From an optimization exercise on the open Yosys and OpenROAD flow, aimed at small area; shortcuts taken in it are not production practice. Function was checked by simulation only, so behaviour that the tests miss may differ from the original. Power and IR drop assume default switching activity.

[design/flow/design.v]
module MIPS_RegisterFile
(
	input  wire [31:0]   Sel,
	input  wire [1023:0] Q,
	output wire [31:0]   RD
);
wire [32*11-1:0] y;
genvar g;
generate for (g = 0; g < 10; g = g + 1) begin : ao3
	MIPS_AO222 u (
		.s0(Sel[3*g]), .s1(Sel[3*g+1]), .s2(Sel[3*g+2]),
		.d0(Q[32*(3*g)   +: 32]),
		.d1(Q[32*(3*g+1) +: 32]),
		.d2(Q[32*(3*g+2) +: 32]),
		.yn(y[32*g +: 32]));
end endgenerate
MIPS_AO22 ao2 (
	.s0(Sel[30]), .s1(Sel[31]),
	.d0(Q[32*30 +: 32]), .d1(Q[32*31 +: 32]),
	.yn(y[32*10 +: 32]));
genvar b;
generate for (b = 0; b < 32; b = b + 1) begin : comb
	assign RD[b] = ~(y[b] & y[32+b] & y[64+b] & y[96+b] & y[128+b] & y[160+b] &
	                 y[192+b] & y[224+b] & y[256+b] & y[288+b] & y[320+b]);
end endgenerate
endmodule
module MIPS_AO222
(
	input  wire        s0, s1, s2,
	input  wire [31:0] d0, d1, d2,
	output wire [31:0] yn
);
assign yn = ~(({32{s0}} & d0) | ({32{s1}} & d1) | ({32{s2}} & d2));
endmodule
module MIPS_AO22
(
	input  wire        s0, s1,
	input  wire [31:0] d0, d1,
	output wire [31:0] yn
);
assign yn = ~(({32{s0}} & d0) | ({32{s1}} & d1));
endmodule
module MIPS_ALU
(
input  wire [31:0] SrcA,      
input  wire [31:0] RegB,      
input  wire [31:0] Imm,       
input  wire        UseImm,
input  wire        Sub,
input  wire        SelMul,
input  wire        SelSlt,
input  wire        SelAnd,
input  wire        SelOr,
output wire [31:0] Sum,       
output wire        Zero,
output wire        Small,     
output wire        Bit0
);
wire [30:0] r0, r1;
wire        t;
MIPS_Multiplier mul (.A(SrcA), .B(RegB), .R0(r0), .R1(r1), .T(t));
wire [31:0] a;
MIPS_MUX amux (.we(SelMul), .wen(~SelMul), .d({t, r0}), .q(SrcA), .y(a));
wire [31:0] rx, bn;
MIPS_XNORRow #(.W(32)) bx (.a(RegB), .b(~Sub), .y(rx));
MIPS_AO222 bmux (.s0(SelMul), .s1(UseImm), .s2(~(SelMul | UseImm)),
	.d0({1'b0, r1}), .d1(Imm), .d2(rx), .yn(bn));
wire [31:0] b = ~bn;
wire [32:0] s;
MIPS_ADD32 add (.a(a), .b(b), .ci(Sub), .s(s));
assign Sum  = s[31:0];
assign Zero = ~|s[31:0];
wire ltu = ~s[32];
wire anz = |SrcA;
wire bnz = |RegB;
assign Bit0  = (SelSlt & ltu) | (SelAnd & anz & bnz) | (SelOr & (anz | bnz));
assign Small = SelSlt | SelAnd | SelOr;
endmodule
module MIPS_Multiplier (input wire [31:0] A, input wire [31:0] B, output wire [30:0] R0, output wire [30:0] R1, output wire T);
wire one0 = B[0];
wire two0 = B[1] & ~B[0];
wire neg0 = B[1];
wire [31:0] pp0;
wire pp0_0 = (one0 & A[0]) ^ neg0;
wire one1 = B[2] ^ B[1];
wire two1 = (B[3] & ~B[2] & ~B[1]) | (~B[3] & B[2] & B[1]);
wire neg1 = B[3];
wire [31:0] pp1;
wire pp1_0 = (one1 & A[0]) ^ neg1;
wire one2 = B[4] ^ B[3];
wire two2 = (B[5] & ~B[4] & ~B[3]) | (~B[5] & B[4] & B[3]);
wire neg2 = B[5];
wire [31:0] pp2;
wire pp2_0 = (one2 & A[0]) ^ neg2;
wire one3 = B[6] ^ B[5];
wire two3 = (B[7] & ~B[6] & ~B[5]) | (~B[7] & B[6] & B[5]);
wire neg3 = B[7];
wire [31:0] pp3;
wire pp3_0 = (one3 & A[0]) ^ neg3;
wire one4 = B[8] ^ B[7];
wire two4 = (B[9] & ~B[8] & ~B[7]) | (~B[9] & B[8] & B[7]);
wire neg4 = B[9];
wire [31:0] pp4;
wire pp4_0 = (one4 & A[0]) ^ neg4;
wire one5 = B[10] ^ B[9];
wire two5 = (B[11] & ~B[10] & ~B[9]) | (~B[11] & B[10] & B[9]);
wire neg5 = B[11];
wire [31:0] pp5;
wire pp5_0 = (one5 & A[0]) ^ neg5;
wire one6 = B[12] ^ B[11];
wire two6 = (B[13] & ~B[12] & ~B[11]) | (~B[13] & B[12] & B[11]);
wire neg6 = B[13];
wire [31:0] pp6;
wire pp6_0 = (one6 & A[0]) ^ neg6;
wire one7 = B[14] ^ B[13];
wire two7 = (B[15] & ~B[14] & ~B[13]) | (~B[15] & B[14] & B[13]);
wire neg7 = B[15];
wire [31:0] pp7;
wire pp7_0 = (one7 & A[0]) ^ neg7;
wire one8 = B[16] ^ B[15];
wire two8 = (B[17] & ~B[16] & ~B[15]) | (~B[17] & B[16] & B[15]);
wire neg8 = B[17];
wire [31:0] pp8;
wire pp8_0 = (one8 & A[0]) ^ neg8;
wire one9 = B[18] ^ B[17];
wire two9 = (B[19] & ~B[18] & ~B[17]) | (~B[19] & B[18] & B[17]);
wire neg9 = B[19];
wire [31:0] pp9;
wire pp9_0 = (one9 & A[0]) ^ neg9;
wire one10 = B[20] ^ B[19];
wire two10 = (B[21] & ~B[20] & ~B[19]) | (~B[21] & B[20] & B[19]);
wire neg10 = B[21];
wire [31:0] pp10;
wire pp10_0 = (one10 & A[0]) ^ neg10;
wire one11 = B[22] ^ B[21];
wire two11 = (B[23] & ~B[22] & ~B[21]) | (~B[23] & B[22] & B[21]);
wire neg11 = B[23];
wire [31:0] pp11;
wire pp11_0 = (one11 & A[0]) ^ neg11;
wire one12 = B[24] ^ B[23];
wire two12 = (B[25] & ~B[24] & ~B[23]) | (~B[25] & B[24] & B[23]);
wire neg12 = B[25];
wire [31:0] pp12;
wire pp12_0 = (one12 & A[0]) ^ neg12;
wire one13 = B[26] ^ B[25];
wire two13 = (B[27] & ~B[26] & ~B[25]) | (~B[27] & B[26] & B[25]);
wire neg13 = B[27];
wire [31:0] pp13;
wire pp13_0 = (one13 & A[0]) ^ neg13;
wire one14 = B[28] ^ B[27];
wire two14 = (B[29] & ~B[28] & ~B[27]) | (~B[29] & B[28] & B[27]);
wire neg14 = B[29];
wire [31:0] pp14;
wire pp14_0 = (one14 & A[0]) ^ neg14;
wire one15 = B[30] ^ B[29];
wire two15 = (B[31] & ~B[30] & ~B[29]) | (~B[31] & B[30] & B[29]);
wire neg15 = B[31];
wire [31:0] pp15;
wire pp15_0 = (one15 & A[0]) ^ neg15;
wire s1, c2;
wire s3, c4;
wire s5, c6;
wire s7, c8;
wire s9, c10;
wire s11, c12;
wire s13, c14;
wire s15, c16;
wire s17, c18;
wire s19, c20;
wire s21, c22;
wire s23, c24;
wire s25, c26;
wire s27, c28;
wire s29, c30;
wire s31, c32;
wire s33, c34;
wire s35, c36;
wire s37, c38;
wire s39, c40;
wire s41, c42;
wire s43, c44;
wire s45, c46;
wire s47, c48;
wire s49, c50;
wire s51, c52;
wire s53, c54;
wire s55, c56;
wire s57, c58;
wire s59, c60;
wire s61, c62;
wire s63, c64;
wire s65, c66;
wire s67, c68;
wire s69, c70;
wire s71, c72;
wire s73, c74;
wire s75, c76;
wire s77, c78;
wire s79, c80;
wire s81, c82;
wire s83, c84;
wire s85, c86;
wire s87, c88;
wire s89, c90;
wire s91, c92;
wire s93, c94;
wire s95, c96;
wire s97, c98;
wire s99, c100;
wire s101, c102;
wire s103, c104;
wire s105, c106;
wire s107, c108;
wire s109, c110;
wire s111, c112;
wire s113, c114;
wire s115, c116;
wire s117, c118;
wire s119, c120;
wire s121, c122;
wire s123, c124;
wire s125, c126;
wire s127, c128;
wire s129, c130;
wire s131, c132;
wire s133, c134;
wire s135, c136;
wire s137, c138;
wire s139, c140;
wire s141, c142;
wire s143, c144;
wire s145, c146;
wire s147, c148;
wire s149, c150;
wire s151, c152;
wire s153, c154;
wire s155, c156;
wire s157, c158;
wire s159, c160;
wire s161, c162;
wire s163, c164;
wire s165, c166;
wire s167, c168;
wire s169, c170;
wire s171, c172;
wire s173, c174;
wire s175, c176;
wire s177, c178;
wire s179, c180;
wire s181, c182;
wire s183, c184;
wire s185, c186;
wire s187, c188;
wire s189, c190;
wire s191, c192;
wire s193, c194;
wire s195, c196;
wire s197, c198;
wire s199, c200;
wire s201, c202;
wire s203, c204;
wire s205, c206;
wire s207, c208;
wire s209, c210;
wire s211, c212;
wire s213, c214;
wire s215, c216;
wire s217, c218;
wire s219, c220;
wire s221, c222;
wire s223, c224;
wire s225, c226;
wire s227, c228;
wire s229, c230;
wire s231, c232;
wire s233, c234;
wire s235, c236;
wire s237, c238;
wire s239, c240;
wire s241, c242;
wire s243, c244;
wire s245, c246;
wire s247, c248;
wire s249, c250;
wire s251, c252;
wire s253, c254;
wire s255, c256;
wire s257, c258;
wire s259, c260;
wire s261, c262;
wire s263, c264;
wire s265, c266;
wire s267, c268;
wire s269, c270;
wire s271, c272;
wire s273, c274;
wire s275, c276;
wire s277, c278;
wire s279, c280;
wire s281, c282;
wire s283, c284;
wire s285, c286;
wire s287, c288;
wire s289, c290;
wire s291, c292;
wire s293, c294;
wire s295, c296;
wire s297, c298;
wire s299, c300;
wire s301, c302;
wire s303, c304;
wire s305, c306;
wire s307, c308;
wire s309, c310;
wire s311, c312;
wire s313, c314;
wire s315, c316;
wire s317, c318;
wire s319, c320;
wire s321, c322;
wire s323, c324;
wire s325, c326;
wire s327, c328;
wire s329, c330;
wire s331, c332;
wire s333, c334;
wire s335, c336;
wire s337, c338;
wire s339, c340;
wire s341, c342;
wire s343, c344;
wire s345, c346;
wire s347, c348;
wire s349, c350;
wire s351, c352;
wire s353, c354;
wire s355, c356;
wire s357, c358;
wire s359, c360;
wire s361, c362;
wire s363, c364;
wire s365, c366;
wire s367, c368;
wire s369, c370;
wire s371, c372;
wire s373, c374;
wire s375, c376;
wire s377, c378;
wire s379, c380;
wire s381, c382;
wire s383, c384;
wire s385, c386;
wire s387, c388;
wire s389, c390;
wire s391, c392;
wire s393, c394;
wire s395, c396;
wire s397, c398;
wire s399, c400;
wire s401, c402;
wire s403, c404;
wire s405, c406;
wire s407, c408;
wire s409, c410;
wire s411, c412;
wire s413, c414;
wire s415, c416;
wire s417, c418;
wire s419, c420;
wire s421, c422;
wire s423, c424;
wire s425, c426;
wire s427, c428;
wire s429, c430;
wire s431, c432;
wire s433, c434;
wire s435, c436;
wire s437, c438;
wire s439, c440;
wire s441, c442;
wire s443, c444;
wire s445, c446;
wire s447, c448;
wire s449, c450;
MIPS_BoothRow row0 (.one(one0), .two(two0), .neg(neg0), .a(A), .am1({A[30:0], A[31]}), .x(pp0));
MIPS_BoothRow row1 (.one(one1), .two(two1), .neg(neg1), .a(A), .am1({A[30:0], A[31]}), .x(pp1));
MIPS_BoothRow row2 (.one(one2), .two(two2), .neg(neg2), .a(A), .am1({A[30:0], A[31]}), .x(pp2));
MIPS_BoothRow row3 (.one(one3), .two(two3), .neg(neg3), .a(A), .am1({A[30:0], A[31]}), .x(pp3));
MIPS_BoothRow row4 (.one(one4), .two(two4), .neg(neg4), .a(A), .am1({A[30:0], A[31]}), .x(pp4));
MIPS_BoothRow row5 (.one(one5), .two(two5), .neg(neg5), .a(A), .am1({A[30:0], A[31]}), .x(pp5));
MIPS_BoothRow row6 (.one(one6), .two(two6), .neg(neg6), .a(A), .am1({A[30:0], A[31]}), .x(pp6));
MIPS_BoothRow row7 (.one(one7), .two(two7), .neg(neg7), .a(A), .am1({A[30:0], A[31]}), .x(pp7));
MIPS_BoothRow row8 (.one(one8), .two(two8), .neg(neg8), .a(A), .am1({A[30:0], A[31]}), .x(pp8));
MIPS_BoothRow row9 (.one(one9), .two(two9), .neg(neg9), .a(A), .am1({A[30:0], A[31]}), .x(pp9));
MIPS_BoothRow row10 (.one(one10), .two(two10), .neg(neg10), .a(A), .am1({A[30:0], A[31]}), .x(pp10));
MIPS_BoothRow row11 (.one(one11), .two(two11), .neg(neg11), .a(A), .am1({A[30:0], A[31]}), .x(pp11));
MIPS_BoothRow row12 (.one(one12), .two(two12), .neg(neg12), .a(A), .am1({A[30:0], A[31]}), .x(pp12));
MIPS_BoothRow row13 (.one(one13), .two(two13), .neg(neg13), .a(A), .am1({A[30:0], A[31]}), .x(pp13));
MIPS_BoothRow row14 (.one(one14), .two(two14), .neg(neg14), .a(A), .am1({A[30:0], A[31]}), .x(pp14));
MIPS_BoothRow row15 (.one(one15), .two(two15), .neg(neg15), .a(A), .am1({A[30:0], A[31]}), .x(pp15));
MIPS_HA ha2 (.a(pp0[24]), .b(pp1[22]), .s(s1), .co(c2));
MIPS_HA ha4 (.a(pp0[25]), .b(pp1[23]), .s(s3), .co(c4));
MIPS_FA fa6 (.a(pp0[26]), .b(pp1[24]), .c(pp2[22]), .s(s5), .co(c6));
MIPS_HA ha8 (.a(pp3[20]), .b(pp4[18]), .s(s7), .co(c8));
MIPS_FA fa10 (.a(pp0[27]), .b(pp1[25]), .c(pp2[23]), .s(s9), .co(c10));
MIPS_HA ha12 (.a(pp3[21]), .b(pp4[19]), .s(s11), .co(c12));
MIPS_FA fa14 (.a(pp0[28]), .b(pp1[26]), .c(pp2[24]), .s(s13), .co(c14));
MIPS_FA fa16 (.a(pp3[22]), .b(pp4[20]), .c(pp5[18]), .s(s15), .co(c16));
MIPS_HA ha18 (.a(pp6[16]), .b(pp7[14]), .s(s17), .co(c18));
MIPS_FA fa20 (.a(pp0[29]), .b(pp1[27]), .c(pp2[25]), .s(s19), .co(c20));
MIPS_FA fa22 (.a(pp3[23]), .b(pp4[21]), .c(pp5[19]), .s(s21), .co(c22));
MIPS_HA ha24 (.a(pp6[17]), .b(pp7[15]), .s(s23), .co(c24));
MIPS_FA fa26 (.a(pp0[30]), .b(pp1[28]), .c(pp2[26]), .s(s25), .co(c26));
MIPS_FA fa28 (.a(pp3[24]), .b(pp4[22]), .c(pp5[20]), .s(s27), .co(c28));
MIPS_FA fa30 (.a(pp6[18]), .b(pp7[16]), .c(pp8[14]), .s(s29), .co(c30));
MIPS_HA ha32 (.a(pp9[12]), .b(pp10[10]), .s(s31), .co(c32));
MIPS_HA ha34 (.a(pp0[16]), .b(pp1[14]), .s(s33), .co(c34));
MIPS_HA ha36 (.a(pp0[17]), .b(pp1[15]), .s(s35), .co(c36));
MIPS_FA fa38 (.a(pp0[18]), .b(pp1[16]), .c(pp2[14]), .s(s37), .co(c38));
MIPS_HA ha40 (.a(pp3[12]), .b(pp4[10]), .s(s39), .co(c40));
MIPS_FA fa42 (.a(pp0[19]), .b(pp1[17]), .c(pp2[15]), .s(s41), .co(c42));
MIPS_HA ha44 (.a(pp3[13]), .b(pp4[11]), .s(s43), .co(c44));
MIPS_FA fa46 (.a(pp0[20]), .b(pp1[18]), .c(pp2[16]), .s(s45), .co(c46));
MIPS_FA fa48 (.a(pp3[14]), .b(pp4[12]), .c(pp5[10]), .s(s47), .co(c48));
MIPS_HA ha50 (.a(pp6[8]), .b(pp7[6]), .s(s49), .co(c50));
MIPS_FA fa52 (.a(pp0[21]), .b(pp1[19]), .c(pp2[17]), .s(s51), .co(c52));
MIPS_FA fa54 (.a(pp3[15]), .b(pp4[13]), .c(pp5[11]), .s(s53), .co(c54));
MIPS_HA ha56 (.a(pp6[9]), .b(pp7[7]), .s(s55), .co(c56));
MIPS_FA fa58 (.a(pp0[22]), .b(pp1[20]), .c(pp2[18]), .s(s57), .co(c58));
MIPS_FA fa60 (.a(pp3[16]), .b(pp4[14]), .c(pp5[12]), .s(s59), .co(c60));
MIPS_FA fa62 (.a(pp6[10]), .b(pp7[8]), .c(pp8[6]), .s(s61), .co(c62));
MIPS_HA ha64 (.a(pp9[4]), .b(pp10[2]), .s(s63), .co(c64));
MIPS_FA fa66 (.a(pp0[23]), .b(pp1[21]), .c(pp2[19]), .s(s65), .co(c66));
MIPS_FA fa68 (.a(pp3[17]), .b(pp4[15]), .c(pp5[13]), .s(s67), .co(c68));
MIPS_FA fa70 (.a(pp6[11]), .b(pp7[9]), .c(pp8[7]), .s(s69), .co(c70));
MIPS_HA ha72 (.a(pp9[5]), .b(pp10[3]), .s(s71), .co(c72));
MIPS_FA fa74 (.a(s1), .b(pp2[20]), .c(pp3[18]), .s(s73), .co(c74));
MIPS_FA fa76 (.a(pp4[16]), .b(pp5[14]), .c(pp6[12]), .s(s75), .co(c76));
MIPS_FA fa78 (.a(pp7[10]), .b(pp8[8]), .c(pp9[6]), .s(s77), .co(c78));
MIPS_FA fa80 (.a(pp10[4]), .b(pp11[2]), .c(pp12_0), .s(s79), .co(c80));
MIPS_FA fa82 (.a(s3), .b(pp2[21]), .c(pp3[19]), .s(s81), .co(c82));
MIPS_FA fa84 (.a(pp4[17]), .b(pp5[15]), .c(pp6[13]), .s(s83), .co(c84));
MIPS_FA fa86 (.a(pp7[11]), .b(pp8[9]), .c(pp9[7]), .s(s85), .co(c86));
MIPS_FA fa88 (.a(pp10[5]), .b(pp11[3]), .c(pp12[1]), .s(s87), .co(c88));
MIPS_FA fa90 (.a(s5), .b(s7), .c(pp5[16]), .s(s89), .co(c90));
MIPS_FA fa92 (.a(pp6[14]), .b(pp7[12]), .c(pp8[10]), .s(s91), .co(c92));
MIPS_FA fa94 (.a(pp9[8]), .b(pp10[6]), .c(pp11[4]), .s(s93), .co(c94));
MIPS_FA fa96 (.a(pp12[2]), .b(pp13_0), .c(neg13), .s(s95), .co(c96));
MIPS_FA fa98 (.a(s9), .b(s11), .c(pp5[17]), .s(s97), .co(c98));
MIPS_FA fa100 (.a(pp6[15]), .b(pp7[13]), .c(pp8[11]), .s(s99), .co(c100));
MIPS_FA fa102 (.a(pp9[9]), .b(pp10[7]), .c(pp11[5]), .s(s101), .co(c102));
MIPS_FA fa104 (.a(pp12[3]), .b(pp13[1]), .c(c6), .s(s103), .co(c104));
MIPS_FA fa106 (.a(s13), .b(s15), .c(s17), .s(s105), .co(c106));
MIPS_FA fa108 (.a(pp8[12]), .b(pp9[10]), .c(pp10[8]), .s(s107), .co(c108));
MIPS_FA fa110 (.a(pp11[6]), .b(pp12[4]), .c(pp13[2]), .s(s109), .co(c110));
MIPS_FA fa112 (.a(pp14_0), .b(neg14), .c(c10), .s(s111), .co(c112));
MIPS_FA fa114 (.a(s19), .b(s21), .c(s23), .s(s113), .co(c114));
MIPS_FA fa116 (.a(pp8[13]), .b(pp9[11]), .c(pp10[9]), .s(s115), .co(c116));
MIPS_FA fa118 (.a(pp11[7]), .b(pp12[5]), .c(pp13[3]), .s(s117), .co(c118));
MIPS_FA fa120 (.a(pp14[1]), .b(c14), .c(c16), .s(s119), .co(c120));
MIPS_FA fa122 (.a(s25), .b(s27), .c(s29), .s(s121), .co(c122));
MIPS_FA fa124 (.a(s31), .b(pp11[8]), .c(pp12[6]), .s(s123), .co(c124));
MIPS_FA fa126 (.a(pp13[4]), .b(pp14[2]), .c(pp15_0), .s(s125), .co(c126));
MIPS_FA fa128 (.a(neg15), .b(c20), .c(c22), .s(s127), .co(c128));
MIPS_HA ha130 (.a(pp0[10]), .b(pp1[8]), .s(s129), .co(c130));
MIPS_HA ha132 (.a(pp0[11]), .b(pp1[9]), .s(s131), .co(c132));
MIPS_FA fa134 (.a(pp0[12]), .b(pp1[10]), .c(pp2[8]), .s(s133), .co(c134));
MIPS_HA ha136 (.a(pp3[6]), .b(pp4[4]), .s(s135), .co(c136));
MIPS_FA fa138 (.a(pp0[13]), .b(pp1[11]), .c(pp2[9]), .s(s137), .co(c138));
MIPS_HA ha140 (.a(pp3[7]), .b(pp4[5]), .s(s139), .co(c140));
MIPS_FA fa142 (.a(pp0[14]), .b(pp1[12]), .c(pp2[10]), .s(s141), .co(c142));
MIPS_FA fa144 (.a(pp3[8]), .b(pp4[6]), .c(pp5[4]), .s(s143), .co(c144));
MIPS_HA ha146 (.a(pp6[2]), .b(pp7_0), .s(s145), .co(c146));
MIPS_FA fa148 (.a(pp0[15]), .b(pp1[13]), .c(pp2[11]), .s(s147), .co(c148));
MIPS_FA fa150 (.a(pp3[9]), .b(pp4[7]), .c(pp5[5]), .s(s149), .co(c150));
MIPS_HA ha152 (.a(pp6[3]), .b(pp7[1]), .s(s151), .co(c152));
MIPS_FA fa154 (.a(s33), .b(pp2[12]), .c(pp3[10]), .s(s153), .co(c154));
MIPS_FA fa156 (.a(pp4[8]), .b(pp5[6]), .c(pp6[4]), .s(s155), .co(c156));
MIPS_FA fa158 (.a(pp7[2]), .b(pp8_0), .c(neg8), .s(s157), .co(c158));
MIPS_FA fa160 (.a(s35), .b(pp2[13]), .c(pp3[11]), .s(s159), .co(c160));
MIPS_FA fa162 (.a(pp4[9]), .b(pp5[7]), .c(pp6[5]), .s(s161), .co(c162));
MIPS_FA fa164 (.a(pp7[3]), .b(pp8[1]), .c(c34), .s(s163), .co(c164));
MIPS_FA fa166 (.a(s37), .b(s39), .c(pp5[8]), .s(s165), .co(c166));
MIPS_FA fa168 (.a(pp6[6]), .b(pp7[4]), .c(pp8[2]), .s(s167), .co(c168));
MIPS_FA fa170 (.a(pp9_0), .b(neg9), .c(c36), .s(s169), .co(c170));
MIPS_FA fa172 (.a(s41), .b(s43), .c(pp5[9]), .s(s171), .co(c172));
MIPS_FA fa174 (.a(pp6[7]), .b(pp7[5]), .c(pp8[3]), .s(s173), .co(c174));
MIPS_FA fa176 (.a(pp9[1]), .b(c38), .c(c40), .s(s175), .co(c176));
MIPS_FA fa178 (.a(s45), .b(s47), .c(s49), .s(s177), .co(c178));
MIPS_FA fa180 (.a(pp8[4]), .b(pp9[2]), .c(pp10_0), .s(s179), .co(c180));
MIPS_FA fa182 (.a(neg10), .b(c42), .c(c44), .s(s181), .co(c182));
MIPS_FA fa184 (.a(s51), .b(s53), .c(s55), .s(s183), .co(c184));
MIPS_FA fa186 (.a(pp8[5]), .b(pp9[3]), .c(pp10[1]), .s(s185), .co(c186));
MIPS_FA fa188 (.a(c46), .b(c48), .c(c50), .s(s187), .co(c188));
MIPS_FA fa190 (.a(s57), .b(s59), .c(s61), .s(s189), .co(c190));
MIPS_FA fa192 (.a(s63), .b(pp11_0), .c(neg11), .s(s191), .co(c192));
MIPS_FA fa194 (.a(c52), .b(c54), .c(c56), .s(s193), .co(c194));
MIPS_FA fa196 (.a(s65), .b(s67), .c(s69), .s(s195), .co(c196));
MIPS_FA fa198 (.a(s71), .b(pp11[1]), .c(c58), .s(s197), .co(c198));
MIPS_FA fa200 (.a(c60), .b(c62), .c(c64), .s(s199), .co(c200));
MIPS_FA fa202 (.a(s73), .b(s75), .c(s77), .s(s201), .co(c202));
MIPS_FA fa204 (.a(s79), .b(neg12), .c(c66), .s(s203), .co(c204));
MIPS_FA fa206 (.a(c68), .b(c70), .c(c72), .s(s205), .co(c206));
MIPS_FA fa208 (.a(s81), .b(s83), .c(s85), .s(s207), .co(c208));
MIPS_FA fa210 (.a(s87), .b(c2), .c(c74), .s(s209), .co(c210));
MIPS_FA fa212 (.a(c76), .b(c78), .c(c80), .s(s211), .co(c212));
MIPS_FA fa214 (.a(s89), .b(s91), .c(s93), .s(s213), .co(c214));
MIPS_FA fa216 (.a(s95), .b(c4), .c(c82), .s(s215), .co(c216));
MIPS_FA fa218 (.a(c84), .b(c86), .c(c88), .s(s217), .co(c218));
MIPS_FA fa220 (.a(s97), .b(s99), .c(s101), .s(s219), .co(c220));
MIPS_FA fa222 (.a(s103), .b(c8), .c(c90), .s(s221), .co(c222));
MIPS_FA fa224 (.a(c92), .b(c94), .c(c96), .s(s223), .co(c224));
MIPS_FA fa226 (.a(s105), .b(s107), .c(s109), .s(s225), .co(c226));
MIPS_FA fa228 (.a(s111), .b(c12), .c(c98), .s(s227), .co(c228));
MIPS_FA fa230 (.a(c100), .b(c102), .c(c104), .s(s229), .co(c230));
MIPS_FA fa232 (.a(s113), .b(s115), .c(s117), .s(s231), .co(c232));
MIPS_FA fa234 (.a(s119), .b(c18), .c(c106), .s(s233), .co(c234));
MIPS_FA fa236 (.a(c108), .b(c110), .c(c112), .s(s235), .co(c236));
MIPS_FA fa238 (.a(s121), .b(s123), .c(s125), .s(s237), .co(c238));
MIPS_FA fa240 (.a(s127), .b(c24), .c(c114), .s(s239), .co(c240));
MIPS_FA fa242 (.a(c116), .b(c118), .c(c120), .s(s241), .co(c242));
MIPS_HA ha244 (.a(pp0[6]), .b(pp1[4]), .s(s243), .co(c244));
MIPS_HA ha246 (.a(pp0[7]), .b(pp1[5]), .s(s245), .co(c246));
MIPS_FA fa248 (.a(pp0[8]), .b(pp1[6]), .c(pp2[4]), .s(s247), .co(c248));
MIPS_HA ha250 (.a(pp3[2]), .b(pp4_0), .s(s249), .co(c250));
MIPS_FA fa252 (.a(pp0[9]), .b(pp1[7]), .c(pp2[5]), .s(s251), .co(c252));
MIPS_HA ha254 (.a(pp3[3]), .b(pp4[1]), .s(s253), .co(c254));
MIPS_FA fa256 (.a(s129), .b(pp2[6]), .c(pp3[4]), .s(s255), .co(c256));
MIPS_FA fa258 (.a(pp4[2]), .b(pp5_0), .c(neg5), .s(s257), .co(c258));
MIPS_FA fa260 (.a(s131), .b(pp2[7]), .c(pp3[5]), .s(s259), .co(c260));
MIPS_FA fa262 (.a(pp4[3]), .b(pp5[1]), .c(c130), .s(s261), .co(c262));
MIPS_FA fa264 (.a(s133), .b(s135), .c(pp5[2]), .s(s263), .co(c264));
MIPS_FA fa266 (.a(pp6_0), .b(neg6), .c(c132), .s(s265), .co(c266));
MIPS_FA fa268 (.a(s137), .b(s139), .c(pp5[3]), .s(s267), .co(c268));
MIPS_FA fa270 (.a(pp6[1]), .b(c134), .c(c136), .s(s269), .co(c270));
MIPS_FA fa272 (.a(s141), .b(s143), .c(s145), .s(s271), .co(c272));
MIPS_FA fa274 (.a(neg7), .b(c138), .c(c140), .s(s273), .co(c274));
MIPS_FA fa276 (.a(s147), .b(s149), .c(s151), .s(s275), .co(c276));
MIPS_FA fa278 (.a(c142), .b(c144), .c(c146), .s(s277), .co(c278));
MIPS_FA fa280 (.a(s153), .b(s155), .c(s157), .s(s279), .co(c280));
MIPS_FA fa282 (.a(c148), .b(c150), .c(c152), .s(s281), .co(c282));
MIPS_FA fa284 (.a(s159), .b(s161), .c(s163), .s(s283), .co(c284));
MIPS_FA fa286 (.a(c154), .b(c156), .c(c158), .s(s285), .co(c286));
MIPS_FA fa288 (.a(s165), .b(s167), .c(s169), .s(s287), .co(c288));
MIPS_FA fa290 (.a(c160), .b(c162), .c(c164), .s(s289), .co(c290));
MIPS_FA fa292 (.a(s171), .b(s173), .c(s175), .s(s291), .co(c292));
MIPS_FA fa294 (.a(c166), .b(c168), .c(c170), .s(s293), .co(c294));
MIPS_FA fa296 (.a(s177), .b(s179), .c(s181), .s(s295), .co(c296));
MIPS_FA fa298 (.a(c172), .b(c174), .c(c176), .s(s297), .co(c298));
MIPS_FA fa300 (.a(s183), .b(s185), .c(s187), .s(s299), .co(c300));
MIPS_FA fa302 (.a(c178), .b(c180), .c(c182), .s(s301), .co(c302));
MIPS_FA fa304 (.a(s189), .b(s191), .c(s193), .s(s303), .co(c304));
MIPS_FA fa306 (.a(c184), .b(c186), .c(c188), .s(s305), .co(c306));
MIPS_FA fa308 (.a(s195), .b(s197), .c(s199), .s(s307), .co(c308));
MIPS_FA fa310 (.a(c190), .b(c192), .c(c194), .s(s309), .co(c310));
MIPS_FA fa312 (.a(s201), .b(s203), .c(s205), .s(s311), .co(c312));
MIPS_FA fa314 (.a(c196), .b(c198), .c(c200), .s(s313), .co(c314));
MIPS_FA fa316 (.a(s207), .b(s209), .c(s211), .s(s315), .co(c316));
MIPS_FA fa318 (.a(c202), .b(c204), .c(c206), .s(s317), .co(c318));
MIPS_FA fa320 (.a(s213), .b(s215), .c(s217), .s(s319), .co(c320));
MIPS_FA fa322 (.a(c208), .b(c210), .c(c212), .s(s321), .co(c322));
MIPS_FA fa324 (.a(s219), .b(s221), .c(s223), .s(s323), .co(c324));
MIPS_FA fa326 (.a(c214), .b(c216), .c(c218), .s(s325), .co(c326));
MIPS_FA fa328 (.a(s225), .b(s227), .c(s229), .s(s327), .co(c328));
MIPS_FA fa330 (.a(c220), .b(c222), .c(c224), .s(s329), .co(c330));
MIPS_FA fa332 (.a(s231), .b(s233), .c(s235), .s(s331), .co(c332));
MIPS_FA fa334 (.a(c226), .b(c228), .c(c230), .s(s333), .co(c334));
MIPS_FA fa336 (.a(s237), .b(s239), .c(s241), .s(s335), .co(c336));
MIPS_FA fa338 (.a(c232), .b(c234), .c(c236), .s(s337), .co(c338));
MIPS_HA ha340 (.a(pp0[4]), .b(pp1[2]), .s(s339), .co(c340));
MIPS_HA ha342 (.a(pp0[5]), .b(pp1[3]), .s(s341), .co(c342));
MIPS_FA fa344 (.a(s243), .b(pp2[2]), .c(pp3_0), .s(s343), .co(c344));
MIPS_FA fa346 (.a(s245), .b(pp2[3]), .c(pp3[1]), .s(s345), .co(c346));
MIPS_FA fa348 (.a(s247), .b(s249), .c(neg4), .s(s347), .co(c348));
MIPS_FA fa350 (.a(s251), .b(s253), .c(c248), .s(s349), .co(c350));
MIPS_FA fa352 (.a(s255), .b(s257), .c(c252), .s(s351), .co(c352));
MIPS_FA fa354 (.a(s259), .b(s261), .c(c256), .s(s353), .co(c354));
MIPS_FA fa356 (.a(s263), .b(s265), .c(c260), .s(s355), .co(c356));
MIPS_FA fa358 (.a(s267), .b(s269), .c(c264), .s(s357), .co(c358));
MIPS_FA fa360 (.a(s271), .b(s273), .c(c268), .s(s359), .co(c360));
MIPS_FA fa362 (.a(s275), .b(s277), .c(c272), .s(s361), .co(c362));
MIPS_FA fa364 (.a(s279), .b(s281), .c(c276), .s(s363), .co(c364));
MIPS_FA fa366 (.a(s283), .b(s285), .c(c280), .s(s365), .co(c366));
MIPS_FA fa368 (.a(s287), .b(s289), .c(c284), .s(s367), .co(c368));
MIPS_FA fa370 (.a(s291), .b(s293), .c(c288), .s(s369), .co(c370));
MIPS_FA fa372 (.a(s295), .b(s297), .c(c292), .s(s371), .co(c372));
MIPS_FA fa374 (.a(s299), .b(s301), .c(c296), .s(s373), .co(c374));
MIPS_FA fa376 (.a(s303), .b(s305), .c(c300), .s(s375), .co(c376));
MIPS_FA fa378 (.a(s307), .b(s309), .c(c304), .s(s377), .co(c378));
MIPS_FA fa380 (.a(s311), .b(s313), .c(c308), .s(s379), .co(c380));
MIPS_FA fa382 (.a(s315), .b(s317), .c(c312), .s(s381), .co(c382));
MIPS_FA fa384 (.a(s319), .b(s321), .c(c316), .s(s383), .co(c384));
MIPS_FA fa386 (.a(s323), .b(s325), .c(c320), .s(s385), .co(c386));
MIPS_FA fa388 (.a(s327), .b(s329), .c(c324), .s(s387), .co(c388));
MIPS_FA fa390 (.a(s331), .b(s333), .c(c328), .s(s389), .co(c390));
MIPS_FA fa392 (.a(s335), .b(s337), .c(c332), .s(s391), .co(c392));
MIPS_HA ha394 (.a(pp0[2]), .b(pp1_0), .s(s393), .co(c394));
MIPS_HA ha396 (.a(pp0[3]), .b(pp1[1]), .s(s395), .co(c396));
MIPS_FA fa398 (.a(s339), .b(pp2_0), .c(neg2), .s(s397), .co(c398));
MIPS_FA fa400 (.a(s341), .b(pp2[1]), .c(c340), .s(s399), .co(c400));
MIPS_FA fa402 (.a(s343), .b(neg3), .c(c342), .s(s401), .co(c402));
MIPS_FA fa404 (.a(s345), .b(c244), .c(c344), .s(s403), .co(c404));
MIPS_FA fa406 (.a(s347), .b(c246), .c(c346), .s(s405), .co(c406));
MIPS_FA fa408 (.a(s349), .b(c250), .c(c348), .s(s407), .co(c408));
MIPS_FA fa410 (.a(s351), .b(c254), .c(c350), .s(s409), .co(c410));
MIPS_FA fa412 (.a(s353), .b(c258), .c(c352), .s(s411), .co(c412));
MIPS_FA fa414 (.a(s355), .b(c262), .c(c354), .s(s413), .co(c414));
MIPS_FA fa416 (.a(s357), .b(c266), .c(c356), .s(s415), .co(c416));
MIPS_FA fa418 (.a(s359), .b(c270), .c(c358), .s(s417), .co(c418));
MIPS_FA fa420 (.a(s361), .b(c274), .c(c360), .s(s419), .co(c420));
MIPS_FA fa422 (.a(s363), .b(c278), .c(c362), .s(s421), .co(c422));
MIPS_FA fa424 (.a(s365), .b(c282), .c(c364), .s(s423), .co(c424));
MIPS_FA fa426 (.a(s367), .b(c286), .c(c366), .s(s425), .co(c426));
MIPS_FA fa428 (.a(s369), .b(c290), .c(c368), .s(s427), .co(c428));
MIPS_FA fa430 (.a(s371), .b(c294), .c(c370), .s(s429), .co(c430));
MIPS_FA fa432 (.a(s373), .b(c298), .c(c372), .s(s431), .co(c432));
MIPS_FA fa434 (.a(s375), .b(c302), .c(c374), .s(s433), .co(c434));
MIPS_FA fa436 (.a(s377), .b(c306), .c(c376), .s(s435), .co(c436));
MIPS_FA fa438 (.a(s379), .b(c310), .c(c378), .s(s437), .co(c438));
MIPS_FA fa440 (.a(s381), .b(c314), .c(c380), .s(s439), .co(c440));
MIPS_FA fa442 (.a(s383), .b(c318), .c(c382), .s(s441), .co(c442));
MIPS_FA fa444 (.a(s385), .b(c322), .c(c384), .s(s443), .co(c444));
MIPS_FA fa446 (.a(s387), .b(c326), .c(c386), .s(s445), .co(c446));
MIPS_FA fa448 (.a(s389), .b(c330), .c(c388), .s(s447), .co(c448));
MIPS_FA fa450 (.a(s391), .b(c334), .c(c390), .s(s449), .co(c450));
assign R0 = {s449, s447, s445, s443, s441, s439, s437, s435, s433, s431, s429, s427, s425, s423, s421, s419, s417, s415, s413, s411, s409, s407, s405, s403, s401, s399, s397, s395, s393, pp0[1], pp0_0};
assign R1 = {c448, c446, c444, c442, c440, c438, c436, c434, c432, c430, c428, c426, c424, c422, c420, c418, c416, c414, c412, c410, c408, c406, c404, c402, c400, c398, c396, c394, neg1, 1'b0, neg0};
assign T = ^{pp0[31], pp1[29], pp2[27], pp3[25], pp4[23], pp5[21], pp6[19], pp7[17], pp8[15], pp9[13], pp10[11], pp11[9], pp12[7], pp13[5], pp14[3], pp15[1], c26, c28, c30, c32, c122, c124, c126, c128, c238, c240, c242, c336, c338, c392, c450};
endmodule
module MIPS_ADD32 (input wire [31:0] a, input wire [31:0] b, input wire ci, output wire [32:0] s);
wire [31:0] g = a & b;
wire [31:0] p = a ^ b;
wire g0c = g[0] | (p[0] & ci);
wire bk_g1 = g[1] | (p[1] & g0c);
wire bk_p1 = p[1] & p[0];
wire bk_g2 = g[3] | (p[3] & g[2]);
wire bk_p2 = p[3] & p[2];
wire bk_g3 = g[5] | (p[5] & g[4]);
wire bk_p3 = p[5] & p[4];
wire bk_g4 = g[7] | (p[7] & g[6]);
wire bk_p4 = p[7] & p[6];
wire bk_g5 = g[9] | (p[9] & g[8]);
wire bk_p5 = p[9] & p[8];
wire bk_g6 = g[11] | (p[11] & g[10]);
wire bk_p6 = p[11] & p[10];
wire bk_g7 = g[13] | (p[13] & g[12]);
wire bk_p7 = p[13] & p[12];
wire bk_g8 = g[15] | (p[15] & g[14]);
wire bk_p8 = p[15] & p[14];
wire bk_g9 = g[17] | (p[17] & g[16]);
wire bk_p9 = p[17] & p[16];
wire bk_g10 = g[19] | (p[19] & g[18]);
wire bk_p10 = p[19] & p[18];
wire bk_g11 = g[21] | (p[21] & g[20]);
wire bk_p11 = p[21] & p[20];
wire bk_g12 = g[23] | (p[23] & g[22]);
wire bk_p12 = p[23] & p[22];
wire bk_g13 = g[25] | (p[25] & g[24]);
wire bk_p13 = p[25] & p[24];
wire bk_g14 = g[27] | (p[27] & g[26]);
wire bk_p14 = p[27] & p[26];
wire bk_g15 = g[29] | (p[29] & g[28]);
wire bk_p15 = p[29] & p[28];
wire bk_g16 = g[31] | (p[31] & g[30]);
wire bk_p16 = p[31] & p[30];
wire bk_g17 = bk_g2 | (bk_p2 & bk_g1);
wire bk_p17 = bk_p2 & bk_p1;
wire bk_g18 = bk_g4 | (bk_p4 & bk_g3);
wire bk_p18 = bk_p4 & bk_p3;
wire bk_g19 = bk_g6 | (bk_p6 & bk_g5);
wire bk_p19 = bk_p6 & bk_p5;
wire bk_g20 = bk_g8 | (bk_p8 & bk_g7);
wire bk_p20 = bk_p8 & bk_p7;
wire bk_g21 = bk_g10 | (bk_p10 & bk_g9);
wire bk_p21 = bk_p10 & bk_p9;
wire bk_g22 = bk_g12 | (bk_p12 & bk_g11);
wire bk_p22 = bk_p12 & bk_p11;
wire bk_g23 = bk_g14 | (bk_p14 & bk_g13);
wire bk_p23 = bk_p14 & bk_p13;
wire bk_g24 = bk_g16 | (bk_p16 & bk_g15);
wire bk_p24 = bk_p16 & bk_p15;
wire bk_g25 = bk_g18 | (bk_p18 & bk_g17);
wire bk_p25 = bk_p18 & bk_p17;
wire bk_g26 = bk_g20 | (bk_p20 & bk_g19);
wire bk_p26 = bk_p20 & bk_p19;
wire bk_g27 = bk_g22 | (bk_p22 & bk_g21);
wire bk_p27 = bk_p22 & bk_p21;
wire bk_g28 = bk_g24 | (bk_p24 & bk_g23);
wire bk_p28 = bk_p24 & bk_p23;
wire bk_g29 = bk_g26 | (bk_p26 & bk_g25);
wire bk_p29 = bk_p26 & bk_p25;
wire bk_g30 = bk_g28 | (bk_p28 & bk_g27);
wire bk_p30 = bk_p28 & bk_p27;
wire bk_g31 = bk_g30 | (bk_p30 & bk_g29);
wire bk_p31 = bk_p30 & bk_p29;
wire bk_g32 = bk_g27 | (bk_p27 & bk_g29);
wire bk_g33 = bk_g19 | (bk_p19 & bk_g25);
wire bk_g34 = bk_g21 | (bk_p21 & bk_g29);
wire bk_g35 = bk_g23 | (bk_p23 & bk_g32);
wire bk_g36 = bk_g3 | (bk_p3 & bk_g17);
wire bk_g37 = bk_g5 | (bk_p5 & bk_g25);
wire bk_g38 = bk_g7 | (bk_p7 & bk_g33);
wire bk_g39 = bk_g9 | (bk_p9 & bk_g29);
wire bk_g40 = bk_g11 | (bk_p11 & bk_g34);
wire bk_g41 = bk_g13 | (bk_p13 & bk_g32);
wire bk_g42 = bk_g15 | (bk_p15 & bk_g35);
wire bk_g43 = g[2] | (p[2] & bk_g1);
wire bk_g44 = g[4] | (p[4] & bk_g17);
wire bk_g45 = g[6] | (p[6] & bk_g36);
wire bk_g46 = g[8] | (p[8] & bk_g25);
wire bk_g47 = g[10] | (p[10] & bk_g37);
wire bk_g48 = g[12] | (p[12] & bk_g33);
wire bk_g49 = g[14] | (p[14] & bk_g38);
wire bk_g50 = g[16] | (p[16] & bk_g29);
wire bk_g51 = g[18] | (p[18] & bk_g39);
wire bk_g52 = g[20] | (p[20] & bk_g34);
wire bk_g53 = g[22] | (p[22] & bk_g40);
wire bk_g54 = g[24] | (p[24] & bk_g32);
wire bk_g55 = g[26] | (p[26] & bk_g41);
wire bk_g56 = g[28] | (p[28] & bk_g35);
wire bk_g57 = g[30] | (p[30] & bk_g42);
assign s[0] = p[0] ^ ci;
assign s[1] = p[1] ^ g0c;
assign s[2] = p[2] ^ bk_g1;
assign s[3] = p[3] ^ bk_g43;
assign s[4] = p[4] ^ bk_g17;
assign s[5] = p[5] ^ bk_g44;
assign s[6] = p[6] ^ bk_g36;
assign s[7] = p[7] ^ bk_g45;
assign s[8] = p[8] ^ bk_g25;
assign s[9] = p[9] ^ bk_g46;
assign s[10] = p[10] ^ bk_g37;
assign s[11] = p[11] ^ bk_g47;
assign s[12] = p[12] ^ bk_g33;
assign s[13] = p[13] ^ bk_g48;
assign s[14] = p[14] ^ bk_g38;
assign s[15] = p[15] ^ bk_g49;
assign s[16] = p[16] ^ bk_g29;
assign s[17] = p[17] ^ bk_g50;
assign s[18] = p[18] ^ bk_g39;
assign s[19] = p[19] ^ bk_g51;
assign s[20] = p[20] ^ bk_g34;
assign s[21] = p[21] ^ bk_g52;
assign s[22] = p[22] ^ bk_g40;
assign s[23] = p[23] ^ bk_g53;
assign s[24] = p[24] ^ bk_g32;
assign s[25] = p[25] ^ bk_g54;
assign s[26] = p[26] ^ bk_g41;
assign s[27] = p[27] ^ bk_g55;
assign s[28] = p[28] ^ bk_g35;
assign s[29] = p[29] ^ bk_g56;
assign s[30] = p[30] ^ bk_g42;
assign s[31] = p[31] ^ bk_g57;
assign s[32] = bk_g31;
endmodule
module MIPS_BoothRow #(parameter W = 32) (input wire one, input wire two, input wire neg, input wire [W-1:0] a, input wire [W-1:0] am1, output wire [W-1:0] x);
wire [W-1:0] mn;
MIPS_AOI22Row #(.W(W)) sel (.s0(one), .s1(two), .d0(a), .d1(am1), .yn(mn));
MIPS_XNORRow #(.W(W)) fix (.a(mn), .b(neg), .y(x));
endmodule
module MIPS_AOI22Row #(parameter W = 32) (input wire s0, input wire s1, input wire [W-1:0] d0, input wire [W-1:0] d1, output wire [W-1:0] yn);
assign yn = ~(({W{s0}} & d0) | ({W{s1}} & d1));
endmodule
module MIPS_XNORRow #(parameter W = 32) (input wire [W-1:0] a, input wire b, output wire [W-1:0] y);
assign y = ~(a ^ {W{b}});
endmodule
module MIPS_FA (input wire a, input wire b, input wire c, output wire s, output wire co);
assign s  = a ^ b ^ c;
assign co = (a & b) | (a & c) | (b & c);
endmodule
module MIPS_HA (input wire a, input wire b, output wire s, output wire co);
assign s  = a ^ b;
assign co = a & b;
endmodule
module MIPS_Inc30 (input wire [29:0] a, output wire [29:0] s);
wire [30:0] c;
assign c[0] = 1'b1;
genvar i;
generate for (i = 0; i < 30; i = i + 1) begin : h
	MIPS_HA u (.a(a[i]), .b(c[i]), .s(s[i]), .co(c[i+1]));
end endgenerate
endmodule
module MIPS_Add30c (input wire [29:0] a, input wire [29:0] b, output wire [29:0] s);
wire [30:0] c;
assign c[0] = 1'b1;
genvar i;
generate for (i = 0; i < 30; i = i + 1) begin : f
	MIPS_FA u (.a(a[i]), .b(b[i]), .c(c[i]), .s(s[i]), .co(c[i+1]));
end endgenerate
endmodule
module MIPS_MUX
(
	input  wire        we,
	input  wire        wen,
	input  wire [31:0] d,
	input  wire [31:0] q,
	output wire [31:0] y
);
assign y = ({32{we}} & d) | ({32{wen}} & q);
endmodule
module MIPS_DecM
(
	input  wire [4:0]  a,
	input  wire [31:0] m,
	output wire [31:0] y
);
wire [3:0] lo = {a[1] & a[0], a[1] & ~a[0], ~a[1] & a[0], ~a[1] & ~a[0]};
wire [7:0] hi;
genvar i;
generate for (i = 0; i < 8; i = i + 1) begin : h
	assign hi[i] = (a[4:2] == i);
end endgenerate
generate for (i = 0; i < 32; i = i + 1) begin : o
	assign y[i] = m[i] & hi[i/4] & lo[i%4];
end endgenerate
endmodule
module MIPS_DecW
(
	input  wire [4:0]  a,
	input  wire        en,
	output wire [31:0] y,
	output wire [31:0] yn
);
wire [3:0] lo = {a[1] & a[0], a[1] & ~a[0], ~a[1] & a[0], ~a[1] & ~a[0]};
wire [7:0] hi;
genvar i;
generate for (i = 0; i < 8; i = i + 1) begin : h
	assign hi[i] = en & (a[4:2] == i);
end endgenerate
generate for (i = 0; i < 32; i = i + 1) begin : o
	assign y[i]  = hi[i/4] & lo[i%4];
	assign yn[i] = ~(hi[i/4] & lo[i%4]);
end endgenerate
endmodule
module MIPS_TopModule
(
input  wire			CLK_Top,
input  wire			RST_Top,
output wire [31:0]	imem_addr_Top,
input  wire [31:0]	imem_rdata_Top,
output wire [31:0]	dmem_addr_Top,
output wire [31:0]	dmem_wdata_Top,
output wire			dmem_we_Top,
input  wire [31:0]	dmem_rdata_Top
);
wire [31:0] instr = imem_rdata_Top;
wire [5:0]  op    = instr[31:26];
wire [5:0]  funct = instr[5:0];
wire [4:0]  rs    = instr[25:21];
wire [4:0]  rt    = instr[20:16];
wire rtype = (op == 6'b000000);
wire addi  = (op == 6'b001000);
wire lw    = (op == 6'b100011);
wire sw    = (op == 6'b101011);
wire beq   = (op == 6'b000100);
wire jmp   = (op == 6'b000010);
wire f_sub = rtype & (funct == 6'b100010);
wire f_slt = rtype & (funct == 6'b101010);
wire f_mul = rtype & (funct == 6'b011100);
wire f_and = rtype & (funct == 6'b100100);
wire f_or  = rtype & (funct == 6'b100101);
wire        regwrite = rtype | addi | lw;
wire [4:0]  dst      = rtype ? instr[15:11] : rt;
wire [31:0] sext     = {{16{instr[15]}}, instr[15:0]};
wire [31:0] rd1, rd2, sum;
wire        zero, smallop, bit0;
wire [31:0] wd, wd_hi;
MIPS_MUX wbsel (.we(lw), .wen(~(lw | smallop)), .d(dmem_rdata_Top), .q(sum), .y(wd_hi));
assign wd = {wd_hi[31:1], lw ? dmem_rdata_Top[0] : smallop ? bit0 : sum[0]};
reg  [31:0]   valid;
wire [1023:0] q;
wire [31:0]   we, wen, sel1, sel2;
MIPS_DecW dw  (.a(dst), .en(regwrite), .y(we), .yn(wen));
MIPS_DecM ds1 (.a(rs), .m(valid), .y(sel1));
MIPS_DecM ds2 (.a(rt), .m(valid), .y(sel2));
always @(posedge CLK_Top or negedge RST_Top)
	if (!RST_Top) valid <= 32'b0;
	else          valid <= valid | we;
genvar g;
generate for (g = 0; g < 32; g = g + 1) begin : regs
	reg  [31:0] r;
	wire [31:0] r_next;
	MIPS_MUX wsel (.we(we[g]), .wen(wen[g]), .d(wd), .q(r), .y(r_next));
	always @(posedge CLK_Top)
		r <= r_next;
	assign q[32*g +: 32] = r;
end endgenerate
MIPS_RegisterFile rp1 (.Sel(sel1), .Q(q), .RD(rd1));
MIPS_RegisterFile rp2 (.Sel(sel2), .Q(q), .RD(rd2));
MIPS_ALU alu (
	.SrcA(rd1), .RegB(rd2), .Imm(sext), .UseImm(~(rtype | beq)),
	.Sub(beq | f_sub | f_slt),
	.SelMul(f_mul), .SelSlt(f_slt), .SelAnd(f_and), .SelOr(f_or),
	.Sum(sum), .Zero(zero), .Small(smallop), .Bit0(bit0)
);
reg  [29:0] pc;
wire [29:0] pc1, pcb;
MIPS_Inc30   inc (.a(pc), .s(pc1));
MIPS_Add30c  bra (.a(pc), .b(sext[29:0]), .s(pcb));    
wire        take = beq & zero;
wire [31:0] pcn_n;
MIPS_AO222 pcsel (.s0(jmp), .s1(~jmp & take), .s2(~jmp & ~take),
	.d0({2'b00, pc1[29:26], instr[25:0]}), .d1({2'b00, pcb}), .d2({2'b00, pc1}), .yn(pcn_n));
wire [29:0] pcn = ~pcn_n[29:0];
always @(posedge CLK_Top or negedge RST_Top)
	if (!RST_Top) pc <= 30'b0;
	else          pc <= pcn;
assign imem_addr_Top  = {pc, 2'b00};
assign dmem_addr_Top  = sum;
assign dmem_wdata_Top = rd2;
assign dmem_we_Top    = sw;
endmodule
[design/flow/flow/run.sh]
#!/bin/bash
# Own layout flow: the standard ORFS flow (standard.sh, with its synthesis
# unchanged) with two ORFS settings changed:
#  - each port gets a sky130_fd_sc_hd__buf_1 buffer (instead of the
#    resizer's default pick, clkdlybuf4s50_1);
#  - clock tree: no dummy loads, clkbuf_4 buffers, leaf clusters of at most
#    8 flip-flops within 40 um.
# The full make output goes to standard.log here; ORFS's per-step logs are
# under orfs/logs.
set -euo pipefail
bash standard.sh \
  "BUFFER_PORTS_ARGS=-buffer_cell sky130_fd_sc_hd__buf_1" \
  "CTS_ARGS=-sink_clustering_enable -repair_clock_nets -dont_use_dummy_load -buf_list sky130_fd_sc_hd__clkbuf_4 -sink_clustering_size 8 -sink_clustering_max_diameter 40" \
  finish > standard.log 2>&1
[design/flow/standard.sh]
#!/bin/bash
# synth_recipe.tcl (not shown) runs the flow's synth.tcl, then flattens the netlist and writes it again
# the make line also repeats each setting of config.mk as NAME=value (left out here)
make -C /OpenROAD-flow-scripts/flow DESIGN_CONFIG=/design/flow/config.mk WORK_HOME=/design/flow/orfs CLKGATE_MAP_FILE= SYNTH_SCRIPT=/design/flow/synth_recipe.tcl "${@:-finish}"
[design/flow/config.mk]
export PLATFORM = sky130hd
export DESIGN_NAME = MIPS_TopModule
export DESIGN_NICKNAME = MIPS_TopModule
export VERILOG_FILES = /design/flow/design.v
export SDC_FILE = /design/flow/constraint.sdc
export NUM_CORES = 4
export LEC_CHECK = 0
export CAP_MARGIN = 20
export CORE_MARGIN = 2
export CORE_UTILIZATION = 60
export SLEW_MARGIN = 20
export SYNTH_HIERARCHICAL = 1
[design/flow/constraint.sdc]
create_clock -name core_clock -period 20.0 [get_ports {CLK_Top}]
set_input_delay 4.0000 -clock core_clock [delete_from_list [all_inputs] [get_ports {CLK_Top}]]
set_output_delay 4.0000 -clock core_clock [all_outputs]
set_load 0.01 [all_outputs]
==> results_dict.tcl, run 1 <==
set metrics [dict create \
    crit_top_cell "fa_1" \
    antenna_found_initial 12 \
    maxSlewHeadroom_pct 15.8 \
    die_height_um 323 \
    multi_input_area_um2 33000 \
    grt.overflow.total 0 \
    ir_drop_mv 0.0497 \
    fillers 8651 \
    drt-initial-drc-count 12800 \
    critPathMaxStageDelay_ns 0.78 \
    htree_levels 4 \
    io_buffers 160 \
    postSynthAreaPerCell_um2 11.6 \
    area_growth_pct -0.483 \
    setup_viol 0 \
    ys_warn_count 7 \
    outcome "complete, no violations" \
    timing.rr.start "pc[0]" \
    hold_path.startpoint "valid[28]" \
    critPathCaptureType "primary output" \
    cts_hold_buffers 0 \
    die-area_um2 104000 \
    insertion_delay_ns 1.17 \
    fmax_mhz 54.2 \
    cts_made_buffers 167 \
    final_hold_viol_count 0 \
    drv_cap 0 \
    clkTransAtPathRegs_ns 0.06 \
    drive_above_1_share_pct 12.0 \
    power_leakage_uw 0.0240 \
    clockBufferDepth 3 \
    syn_inst 5286 \
    crit_arrival_ns 14.44 \
    avgRoutedWirePerCell_um 38.8 \
    r2r_slack_ns 6.98 \
    antenna_left 0 \
    worstMarginPinSlew_ns 1.26 \
    hold_path_class "reg -> reg" \
    slowest_stage "buf_1" \
    start_util_pct 60.3 \
    grt_usage_pct 47.2 \
    first_global_vias 50400 \
    min_to "valid[28]" \
    r2r-end "pc[29]" \
    worstPathMaxFanout 39 \
    holdPathStages 1 \
    worst-endpoint-required_ns 16.00 \
    drc 0 \
    cts-root-buf "clkbuf_4" \
    crit_type "in -> out" \
    rows 117 \
    fp.coreArea_um2 101000 \
    period_share_pct 92.2 \
    die_x_um 323 \
    nets 5621 \
    p_per_area_nw_per_um2 63.8 \
    grt_pass1_wl_mm 360 \
    vias_per_cell 8.20 \
    synthesis.area_um2 61100 \
    slew_violations 0 \
    grt_start_max_net_pins 67 \
    place_congestion 0.974 \
    cts_tree "yes" \
    cts_setup_buffers 0 \
    clock-skew-final_ns 0.147 \
    io-pin-count 163 \
    num_vias 54200 \
    fin_setup_tns_ns 0 \
    crit_path_start_kind "primary input" \
    hpwl_mm 163 \
    cts_resized 0 \
    r2r_cells 32 \
    final_core_util_pct 60.0 \
    ff_latch_area_um2 22100 \
    rsz0062_at_grt "false" \
    dr.pass1.iters 14 \
    clkSinkCount 1086 \
    routed_wl_mm 256 \
    post-route-min-period_ns 18.44 \
]
[metal layers]
layer | up-vias | global-route usage, % | wire length [µm] | share of wire (%)
met5 | - | 0 | 13 | 0.0051
met4 | 2 | 31.3 | 19900 | 7.7
met3 | 1039 | 16.9 | 40000 | 16
met2 | 5004 | 67.3 | 105000 | 41
met1 | 26600 | 60.0 | 91400 | 36
li1 | 21600 | - | - | -
[critical path, delay by kind of cell]
kind                       cells  cell delay (ns)
adders and majority gates      8             3.49
buffers and inverters          6             2.50
AOI/OAI and AO/OA              8             1.49
and+or+nand+nor                6             2.06
xor gates and xnor gates       2             0.84
[power breakdown]
part	internal, µW	total, µW	switching [µW]
combinational	142	372	230
clock	382	1150	764
sequential	2270	2360	90.4
total	2790	3880	1090
[cell type report]
class | count | area share [%]
Multi-Input combinational cell | 3501 | 54.2
Sequential cell | 1086 | 36.3
Timing Repair Buffer | 378 | 4.00
Tap cell | 1368 | 2.82
Clock buffer | 167 | 2.06
Inverter | 89 | 0.550
Antenna cell | 16 | 0.0659
[state kept, by name, indices dropped and copies added (netlist names)]
name    cells
pc         30
valid      32
regs.r   1024
[cells in the final DEF (no fill, tap or decap), drive strengths merged, types with 7 or more instances in the layout]
cell type,instances
fa,243
dfxtp,1024
inv,89
dfrtp,62
ha,89
a22o,1087
nand2,97
nor2b,7
a222oi,702
clkbuf,168
nor3b,9
nor2,63
diode,16
buf,377
xnor2,329
a21oi,13
nand2b,7
or2,33
xor2,27
nor4,28
o21a,8
a22oi,320
nand4,138
and3,68
or3,69
mux2,7
o21ai,27
nand3,66
[metrics by stage]
stage                     worst slack (ns)  instances  total power [µW]  hold slack, ns  instance area, µm²
after floorplan                       4.11       5287              2620           0.443               61100
after global placement                1.90       6409              2750           0.457               59200
after detailed placement              1.84       6413              2760           0.459               59300
after CTS                             1.84       6580              3860           0.480               60500
after global routing                  1.40       6599              4000           0.499               60800
final                                 1.56       6605              3880           0.477               60800
[how the worst max path moves through the flow]
stage,endpoint,slack (ns),cells past startpoint,from
2_1_floorplan,pc[29],4.11,32,imem_rdata_Top[0]
3_5_place_dp,dmem_addr_Top[31],1.84,25,imem_rdata_Top[20]
5_1_grt,dmem_addr_Top[31],1.40,30,imem_rdata_Top[20]
3_3_place_gp,dmem_addr_Top[31],1.90,25,imem_rdata_Top[16]
4_1_cts,dmem_addr_Top[31],1.84,24,imem_rdata_Top[20]
6_report,dmem_addr_Top[31],1.56,30,imem_rdata_Top[20]
==> inputs of run 2 (changes only) <==
==> design/flow/run.sh (new file) <==
#!/bin/bash
# synth_recipe.tcl (not shown) runs the flow's synth.tcl, then flattens the netlist and writes it again
# the make line also repeats each setting of config.mk as NAME=value (left out here)
make -C /OpenROAD-flow-scripts/flow DESIGN_CONFIG=/design/flow/config.mk WORK_HOME=/design/flow/orfs CLKGATE_MAP_FILE= SYNTH_SCRIPT=/design/flow/synth_recipe.tcl finish
--- a/design/flow/config.mk
+++ b/design/flow/config.mk
@@ -7,6 +7,9 @@
 export LEC_CHECK = 0
 export CAP_MARGIN = 20
 export CORE_MARGIN = 2
-export CORE_UTILIZATION = 60
+export CORE_UTILIZATION = 50
+export CTS_BUF_LIST = sky130_fd_sc_hd__clkbuf_4
+export CTS_CLUSTER_DIAMETER = 40
+export CTS_CLUSTER_SIZE = 8
 export SLEW_MARGIN = 20
 export SYNTH_HIERARCHICAL = 1
removed: design/flow/flow/run.sh
removed: design/flow/standard.sh
==> results_dict.tcl, run 2 <==
set metrics [dict create \
    critPathCaptureType "primary output" \
    ys_warn_count 7 \
    antenna_left 0 \
    reg_top3 "regs.r: 1024 flops, valid: 32 flops, pc: 30 flops" \
    final_common_cell "dfxtp_1" \
    avgRoutedWirePerCell_um 38.3 \
    postSynthAreaPerCell_um2 11.6 \
    io-pin-count 163 \
    slowest_stage "and2_0" \
    synthesis.area_um2 61100 \
    pre_cts_slack_ns 1.54 \
    nets 5673 \
    cts_made_buffers 171 \
    hold_path_class "reg -> reg" \
    cts_resized 0 \
    critPathMaxStageDelay_ns 0.95 \
    routed_wl_mm 268 \
    period_share_pct 95.1 \
    max_flop_register "regs.r" \
    slew_violations 0 \
    ff_latch_area_um2 22100 \
    cpLargestDelayFamily "adder cells" \
    clkTransAtPathRegs_ns 0.10 \
    crit_arrival_ns 15.02 \
    ir_drop_mv 0.0503 \
    vias_per_cell 7.82 \
    power_leakage_uw 0.0251 \
    outcome "complete, no violations" \
    first_global_vias 52200 \
    post-route-min-period_ns 19.02 \
    drive_above_1_share_pct 14.2 \
    p_per_area_nw_per_um2 68.0 \
    worst-endpoint-required_ns 16.00 \
    setup_viol 0 \
    grt_start_max_net_pins 63 \
    rsz0062_at_grt "false" \
    clock-skew-final_ns 0.107 \
    area_growth_pct 3.66 \
    place_congestion 0.976 \
    cts_hold_buffers 0 \
    num_vias 54700 \
    insertion_delay_ns 1.23 \
    die-area_um2 125000 \
    cts_tree "yes" \
    crit_path_start_kind "primary input" \
    start_util_pct 50.2 \
    drt-initial-drc-count 12900 \
    final_hold_viol_count 0 \
    drc 0 \
    die_height_um 354 \
    fin_ws_ns 0.981 \
    drv_cap 0 \
    htree_levels 4 \
    io_buffers 160 \
    dr.pass1.iters 13 \
    fin_setup_tns_ns 0 \
    maxSlewHeadroom_pct 14.1 \
    cts-root-buf "clkbuf_4" \
    clockBufferDepth 3 \
    multi_input_area_um2 32900 \
    cts_setup_buffers 0 \
    layout_common_cells "dfxtp_1 (1,024), a22o_1 (1,019), a222oi_1 (702)" \
    clkSinkCount 1086 \
    largest_reg_flops 1024 \
    syn_inst 5286 \
    crit_type "in -> out" \
    hpwl_mm 175 \
    crit_top_cell "fa_1" \
    grt_usage_pct 41.3 \
    worstPathMaxFanout 17 \
    fmax_mhz 52.6 \
    antenna_found_initial 23 \
    fp.coreArea_um2 122000 \
    die_x_um 354 \
    cp.buffers_inverters 4 \
    grt.overflow.total 0 \
    fillers 10800 \
    worstMarginPinSlew_ns 1.29 \
    grt_pass1_wl_mm 382 \
    rows 128 \
]
[run 2: worst register-to-register path, delay by kind of cell, from the launching register on]
kind / cells / cell delay, ns
AO/OA/AOI/OAI: 1 / 0.29
buffers and inverters: 1 / 0.07
adder cells (fa/ha/maj): 30 / 12.12
flip-flops: 1 / 0.43
[run 2: routing by layer]
layer / GRT usage (%) / part of all wire, % / up-vias
li1: - / - / 21800
met1: 51.4 / 36 / 27100
met2: 58.8 / 41 / 4799
met3: 16.1 / 15 / 1036
met4: 27.8 / 8.0 / 28
met5: 0.717 / 0.11 / -
[run 2: power breakdown]
group	switching, µW	total (µW)	internal [µW]
Sequential	93.2	2360	2270
Combinational	232	404	173
Clock	853	1540	685
Total	1180	4300	3130
[run 2: layout make-up]
type                    count  area share, %
clock buffers             202           2.40
well taps                1625           3.21
diodes                     17         0.0672
flip-flops and latches   1086           34.8
multi-input cells        3501           52.0
repair buffers            426           5.86
clock inverters            50           1.07
inverters                  89          0.528
[run 2: worst paths after layout]
kind                               startpoint                end  slack, ns  depth (start not counted)
setup / recovery           imem_rdata_Top[22]  dmem_addr_Top[31]       0.98                         26
hold / removal                      valid[19]          valid[19]       0.48                          1
setup reg to reg                        pc[0]             pc[29]       6.96                         32
hold reg to reg                     valid[19]          valid[19]       0.48                          1
max in group asynchronous             RST_Top          valid[13]      16.26                          2
min in group asynchronous             RST_Top             pc[15]       3.05                          2
[run 2: per-stage QoR]
stage               hold WS, ns  total power (µW)  instances  util (%)  area [µm²]
global route              0.505              4450       6984      52.1       63300
CTS                       0.483              4290       6977      52.0       63200
detailed placement        0.461              2800       6725      50.2       61000
global placement          0.458              2790       6720      50.1       60900
floorplan                 0.443              2620       5287         -       61100
finish                    0.485              4300       6996      52.1       63300

-- afterwards: timing with drivers on the ports --
No port has a modelled driver above. Below, the same layouts with a new extraction and two added sets of constraints. Step 1: set_driving_cell puts a clkbuf_16 on CLK_Top and a buf_2 on each other input, an assumption about the parent block. Step 2 moves the port delays by t, midway between the first and last clock arrival at a register: inputs arrive t later, outputs are due t later. That takes back most of the time a late clock gives input paths. Slacks: ideal ports / drivers / drivers and shift; pairs: ideal ports / drivers.
run | t (ns) | setup slack, ns | worst setup path at the end | clock arrival spread, ns | pins driven straight from the clock port
run 1 | 1.175 | 1.561 / 1.510 / 1.510 | input to output | 0.148 / 0.147 | 1
run 2 | 1.256 | 0.981 / 0.955 / 0.955 | input to output | 0.107 / 0.107 | 1
After both steps every run listed still meets setup and hold. The setup slack of run 1, which loses most, moves by -0.051 ns with the drivers and by -0.051 ns with both steps.
